What follows belongs to an exercise in optimizing a design on an open flow for small area; a production flow would make more cautious choices.
Only simulation tests tie the RTL to the original design; equivalence was not proved.
Power figures rest on the tool's default switching activity, not on a simulated workload.

## Final
module Final(CLK,rst,keyRows,keyCols,display8,bitchoose);
input CLK;
input rst;
input[3:0] keyRows;
output[3:0] keyCols;
output[7:0] display8;
output[3:0] bitchoose;
reg [7:0] c1;
wire [7:0] q1 = c1 ^ 8'haa;
wire en1 = (~q1[0] & q1[1] & q1[2] & q1[3] & ~q1[4] & q1[6] & q1[7]);
always @(posedge CLK)
	if (rst) c1 <= 8'd106 ^ 8'haa;
	else c1 <= {q1[6:0], q1[7] ^ q1[0] ^ (q1[1] & q1[3])} ^ 8'haa;
reg [6:0] c2;
wire [6:0] q2 = c2 ^ 7'h2a;
wire en2 = (~q2[0] & ~q2[2] & q2[3] & ~q2[4] & ~q2[6]);
always @(posedge CLK)
	if (rst) c2 <= 7'd71 ^ 7'h2a;
	else c2 <= {q2[5:0], q2[6] ^ (q2[0] & q2[3])} ^ 7'h2a;
reg [1:0] ks;
wire B = |keyRows;
always @(posedge CLK)
	if (rst) ks <= 2'b00;
	else if (en1 && !B) ks <= {ks[0], ~ks[1]};
wire c3 = ~ks[1] & ~ks[0], cc2 = ~ks[1] & ks[0], cc1 = ks[1] & ks[0], c0 = ks[1] & ~ks[0];
assign keyCols = {c3, cc2, cc1, c0};
reg p, A;
always @(posedge CLK)
	if (rst) begin p <= 1'b0; A <= 1'b0; end
	else if (en1) begin p <= B; A <= B & p; end
wire r3 = keyRows == 4'b1000, r2 = keyRows == 4'b0100, r1 = keyRows == 4'b0010, r0 = keyRows == 4'b0001;
wire kS  = A & r0 & cc2;
wire kSR = A & r0 & ks[0];
wire kT  = A & r0 & c0;
wire kD  = A & ((r3 | r2 | r1) & ~c0 | r0 & c3);
wire kN  = ~(kD | kSR | kT);
wire [3:0] dig = {r1 & ~c3, r2 | r1 & c3, r3 & ~c3 | r2 & cc1 | r1 & c3, r3 & ~cc2 | r2 & cc2 | r1 & ~cc2};
wire ge5 = r2 & ~c3 | r1;
wire [3:1] mu = {r2 & c3 | r1 & cc1, r3 & cc2 | r3 & cc1 | r1 & c3 | r1 & cc2, r3 & c3 | r3 & cc1 | r2 & cc1 | r1 & cc2};
reg x, y, z;
reg [8:0] M;       
reg [3:0] a;       
reg [1:0] Lh;      
reg [3:0] Ll;      
wire isS0 = x & ~y, isS4 = x & y, isS1 = ~x & y, isS2 = ~x & ~y & ~z, isS3 = ~x & ~y & z;
wire j = z;
wire [5:0] aa = {M[8:7], a};
  ...
Size in the first run: about 240 cells after synthesis, about 22 I/O pins, ~2000 um^2 of cells after synthesis.
==> module Final, before the edit <==
module Final(CLK,rst,keyRows,keyCols,display8,bitchoose);
input CLK;
input rst;
input[3:0] keyRows;
output[3:0] keyCols;
output[7:0] display8;
output[3:0] bitchoose;
reg [7:0] c1;
wire [7:0] q1 = c1 ^ 8'haa;
wire en1 = (~q1[0] & q1[1] & q1[2] & q1[3] & ~q1[4] & q1[6] & q1[7]);
always @(posedge CLK)
	if (rst) c1 <= 8'd106 ^ 8'haa;
	else c1 <= {q1[6:0], q1[7] ^ q1[0] ^ (q1[1] & q1[3])} ^ 8'haa;
reg [6:0] c2;
wire [6:0] q2 = c2 ^ 7'h2a;
wire en2 = (~q2[0] & ~q2[2] & q2[3] & ~q2[4] & ~q2[6]);
always @(posedge CLK)
	if (rst) c2 <= 7'd71 ^ 7'h2a;
	else c2 <= {q2[5:0], q2[6] ^ (q2[0] & q2[3])} ^ 7'h2a;
reg [1:0] ks;
wire B = |keyRows;
always @(posedge CLK)
	if (rst) ks <= 2'b00;
	else if (en1 && !B) ks <= {ks[0], ~ks[1]};
wire c3 = ~ks[1] & ~ks[0], cc2 = ~ks[1] & ks[0], cc1 = ks[1] & ks[0], c0 = ks[1] & ~ks[0];
assign keyCols = {c3, cc2, cc1, c0};
reg p, A;
always @(posedge CLK)
	if (rst) begin p <= 1'b0; A <= 1'b0; end
	else if (en1) begin p <= B; A <= B & p; end
wire r3 = keyRows == 4'b1000, r2 = keyRows == 4'b0100, r1 = keyRows == 4'b0010, r0 = keyRows == 4'b0001;
wire kS  = A & r0 & cc2;
wire kSR = A & r0 & ks[0];
wire kT  = A & r0 & c0;
wire kD  = A & ((r3 | r2 | r1) & ~c0 | r0 & c3);
wire kN  = ~(kD | kSR | kT);
wire [3:0] dig = {r1 & ~c3, r2 | r1 & c3, r3 & ~c3 | r2 & cc1 | r1 & c3, r3 & ~cc2 | r2 & cc2 | r1 & ~cc2};
wire ge5 = r2 & ~c3 | r1;
wire [3:1] mu = {r2 & c3 | r1 & cc1, r3 & cc2 | r3 & cc1 | r1 & c3 | r1 & cc2, r3 & c3 | r3 & cc1 | r2 & cc1 | r1 & cc2};
reg x, y, z;
reg [8:0] M;       
reg [3:0] a;       
reg [1:0] Lh;      
reg [3:0] Ll;      
wire isS0 = x & ~y, isS4 = x & y, isS1 = ~x & y, isS2 = ~x & ~y & ~z, isS3 = ~x & ~y & z;
wire j = z;
wire [5:0] aa = {M[8:7], a};
wire [5:0] astep = {aa[4:0], ~(aa[5] ^ aa[0])};
wire aend = (aa[0] & aa[1] & aa[2] & aa[5]);
wire mnz = |M[6:0];
wire uz = M[3:0] == 4'd0;
wire [3:0] du = uz ? 4'd9 : M[3:0] - 4'd1;
wire [2:0] dt = uz ? M[6:4] - 3'd1 : M[6:4];
wire err = |Ll[3:1];
wire dload = kD & (isS0 | isS1 & j & ~err);      
wire eload = kD & isS1 & j & err;                
wire lclr  = kSR & (isS0 | (isS1 | isS4) & j) | kS & isS2;
wire tstart = kT & (isS0 | (isS1 | isS4) & j);   
wire down  = kN & isS3;
wire idle  = kN & x;
wire restart = lclr | eload | down & ~mnz | isS4 & ~kN & ~(j & kT);
wire step  = (down | idle) & mnz;
wire dec   = step & aend;
always @(posedge CLK)
	if (rst) begin
		x <= 1'b0; y <= 1'b0; z <= 1'b0;
	end else if (en1) begin
		x <= x ? ~(kN & ~mnz | tstart | isS0 & kD) : eload | lclr | down & ~mnz;
		y <= isS0 ? kD : isS1 ? ~(tstart | lclr) : isS4 ? ~(kN & ~mnz | tstart | lclr) : 1'b0;
		z <= isS3 | tstart | (isS1 | isS4) & (kN & ~(x & ~mnz) | ~kN & j & ~kD) | isS4 & j & kD;
	end
always @(posedge CLK)
	if (en1) begin
		if (restart) begin M <= {2'd2, 7'h10}; a <= 4'd6; end
		else if (dload) M[6:0] <= {1'b0, isS1 & Ll[0], ge5, mu, 1'b0};
		else if (tstart) begin
			if (isS4) M <= {2'b00, 7'h40};
			else if (isS0) M <= 9'd0;
			else M[8:7] <= 2'b00;
			a <= 4'd0;
		end else if (dec) begin M <= {2'b00, dt, du}; a <= 4'd0; end
		else if (step) begin M[8:7] <= astep[5:4]; a <= astep[3:0]; end
	end
always @(posedge CLK)
	if (en1) begin
		if (dload) begin Lh <= {1'b0, isS1 & Ll[0]}; Ll <= dig; end
		else if (eload) begin Lh <= 2'd2; Ll <= 4'd0; end
		else if (lclr) begin Lh <= 2'd0; Ll <= 4'd0; end
	end
reg [1:0] ds;
always @(posedge CLK)
	if (rst) ds <= 2'b00;
	else if (en2) ds <= {ds[0], ~ds[1]};
assign bitchoose = {ds[1]&~ds[0], ds[1]&ds[0], ~ds[1]&ds[0], ~ds[1]&~ds[0]};
wire [3:0] dsel = ds[1] ? (ds[0] ? {1'b0, M[6:4]} : M[3:0]) : (ds[0] ? Ll : {2'b0, Lh});
wire [3:0] c = isS0 ? 4'd0 : (isS4 & ds[1]) ? {1'b0, ds[0], 2'b0} : dsel;
wire [6:0] s;
assign s[0] = ~c[1] & ~c[3] & (c[2] ^ c[0]);
assign s[1] = c[2] & (c[1] ^ c[0]);
assign s[2] = ~c[2] & c[1] & ~c[0];
assign s[3] = (~c[2] & ~c[1] & c[0]) | (c[2] & ~c[1] & ~c[0]) | (c[2] & c[1] & c[0]);
assign s[4] = c[0] | (c[2] & ~c[1]);
assign s[5] = (~c[2] & ~c[3] & (c[1] | c[0])) | (c[2] & c[1] & c[0]);
assign s[6] = (~c[3] & ~c[2] & ~c[1]) | (c[2] & c[1] & c[0]);
assign display8 = {1'b1, s | {7{isS2}}};
endmodule
Settings: LEC_CHECK=0, ABC_AREA=1, CAP_MARGIN=20, CORE_AREA=2.3 2.72 57.04 57.12, DIE_AREA=0 0 59.415 59.415, GPL_TIMING_DRIVEN=0, SLEW_MARGIN=20; clock period 10.0 ns.
standard.sh (not shown) runs the stock make flow with config.mk's settings and CLKGATE_MAP_FILE= SYNTH_SCRIPT=/design/flow/synth_recipe.tcl, a recipe that flattens the netlist after the stock synthesis.
==> flow/flow/run.sh <==
#!/bin/bash
# Own layout flow: the standard synthesis; then its combinational logic re-mapped by ABC with
# several area scripts, keeping the smallest netlist (flip-flops stay as the standard synthesis
# made them); then the standard layout steps, with buf_1 cells as the port buffers.
set -euo pipefail
W=$(pwd)
LIB=$FLOW_HOME/platforms/sky130hd/lib/sky130_fd_sc_hd__tt_025C_1v80.lib
R=$W/orfs/results/$FLOW_PLATFORM/Final/base
YOSYS=${YOSYS_EXE:-$FLOW_HOME/../tools/install/yosys/bin/yosys}
[ -x "$YOSYS" ] || YOSYS=yosys

bash standard.sh synth > synth_standard.log 2>&1
python3 flow/mkcells.py "$LIB" cells.v > mkcells.log 2>&1
cp "$R/1_2_yosys.v" 1_2_yosys.standard.v
best=""; bestarea=""
for s in flow/s*.abc; do
  n=$(basename "$s" .abc)
  LIB="$LIB" CELLS=cells.v NETIN=1_2_yosys.standard.v NETOUT=resynth_$n.v TOP="$FLOW_TOP" \
    ABCSCRIPT="$s" "$YOSYS" -c flow/resynth.tcl > resynth_$n.log 2>&1 || continue
  area=$(grep 'Chip area' resynth_$n.log | tail -1 | sed 's/.*: //')
  echo "$n $area" >> resynth_areas.log
  if [ -z "$best" ] || awk "BEGIN{exit !($area < $bestarea)}"; then best=$n; bestarea=$area; fi
done
echo "chosen $best $bestarea" >> resynth_areas.log
cp resynth_$best.v "$R/1_2_yosys.v"
rm -f "$R/1_synth.odb" "$R/1_synth.sdc"
bash standard.sh "BUFFER_PORTS_ARGS=-buffer_cell sky130_fd_sc_hd__buf_1" \
  "CTS_ARGS=-sink_clustering_enable -repair_clock_nets -dont_use_dummy_load" finish > layout.log 2>&1
Other scripts of this flow, unchanged in this note and not shown: flow/flow/mkcells.py, flow/flow/resynth.tcl, flow/flow/s1.abc, flow/flow/s2.abc, flow/flow/s3.abc, flow/flow/s4.abc, flow/flow/s5.abc, flow/flow/s6.abc, flow/flow/s6_2.abc, flow/flow/s6_3.abc, flow/flow/s6_4.abc, flow/flow/s7.abc
Change:
--- a/flow/design.v
+++ b/flow/design.v
@@ -69,18 +69,22 @@
 		y <= isS0 ? kD : isS1 ? ~(tstart | lclr) : isS4 ? ~(kN & ~mnz | tstart | lclr) : 1'b0;
 		z <= isS3 | tstart | (isS1 | isS4) & (kN & ~(x & ~mnz) | ~kN & j & ~kD) | isS4 & j & kD;
 	end
-always @(posedge CLK)
-	if (en1) begin
-		if (restart) begin M <= {2'd2, 7'h10}; a <= 4'd6; end
-		else if (dload) M[6:0] <= {1'b0, isS1 & Ll[0], ge5, mu, 1'b0};
-		else if (tstart) begin
-			if (isS4) M <= {2'b00, 7'h40};
-			else if (isS0) M <= 9'd0;
-			else M[8:7] <= 2'b00;
-			a <= 4'd0;
-		end else if (dec) begin M <= {2'b00, dt, du}; a <= 4'd0; end
-		else if (step) begin M[8:7] <= astep[5:4]; a <= astep[3:0]; end
-	end
+wire t_rs = en1 & restart;
+wire t_dl = en1 & dload;
+wire t_ts = en1 & tstart;
+wire t_st = en1 & step;
+wire t_dc = t_st & aend;
+wire mkeep = ~(t_rs | t_dl | t_ts & x | t_dc);
+wire akeep = ~(t_rs | t_ts | t_st);
+wire [5:0] p10 = 6'd38;
+always @(posedge CLK) begin
+	M[6:0] <= M[6:0] & {7{mkeep}}
+		| {1'b0, 1'b0, t_rs, 4'b0000}
+		| {1'b0, isS1 & Ll[0], ge5, mu, 1'b0} & {7{t_dl}}
+		| {t_ts & x & y, 6'b000000}
+		| {dt, du} & {7{t_dc}};
+	{M[8:7], a} <= aa & {6{akeep}} | p10 & {6{t_rs}} | astep & {6{t_st & ~aend}};
+end
 always @(posedge CLK)
 	if (en1) begin
 		if (dload) begin Lh <= {1'b0, isS1 & Ll[0]}; Ll <= dig; end
Total power climbs by a few percent.
Design area decreases by a few percent.
Final cell count goes up by a few percent.
Setup slack loses 360 ps.
Worst hold slack stays flat.
Synthesized area went down by a few percent.
Utilization shrinks by 2.2 points.

==> static timing again, ports no longer ideal <==
How much do the figures lean on ideal ports? The routed layouts below were timed once more, with nothing changed but the port constraints.
Step 1: set_driving_cell puts a clkbuf_16 on CLK and a buf_2 on each other input, an assumption about the parent block.
Step 2 moves the port delays by t, midway between the first and last clock arrival at a register: inputs arrive t later, outputs are due t later. That takes back most of the time a late clock gives input paths.
Three values: ideal ports, drivers, drivers and shift; two values: the first two.
run	t (ns)	setup WS [ns]	latest minus earliest clock arrival (ns)	worst slew at a driven data input, ns
the first run	0.358	4.787 / 4.787 / 4.429	0.026 / 0.026	0.03
the second run	0.364	4.429 / 4.431 / 4.067	0.028 / 0.028	0.03
After both steps setup and hold are still met in every run listed. The setup slack of the second run, which loses most, moves by +0.002 ns with the drivers and by -0.362 ns with both steps.
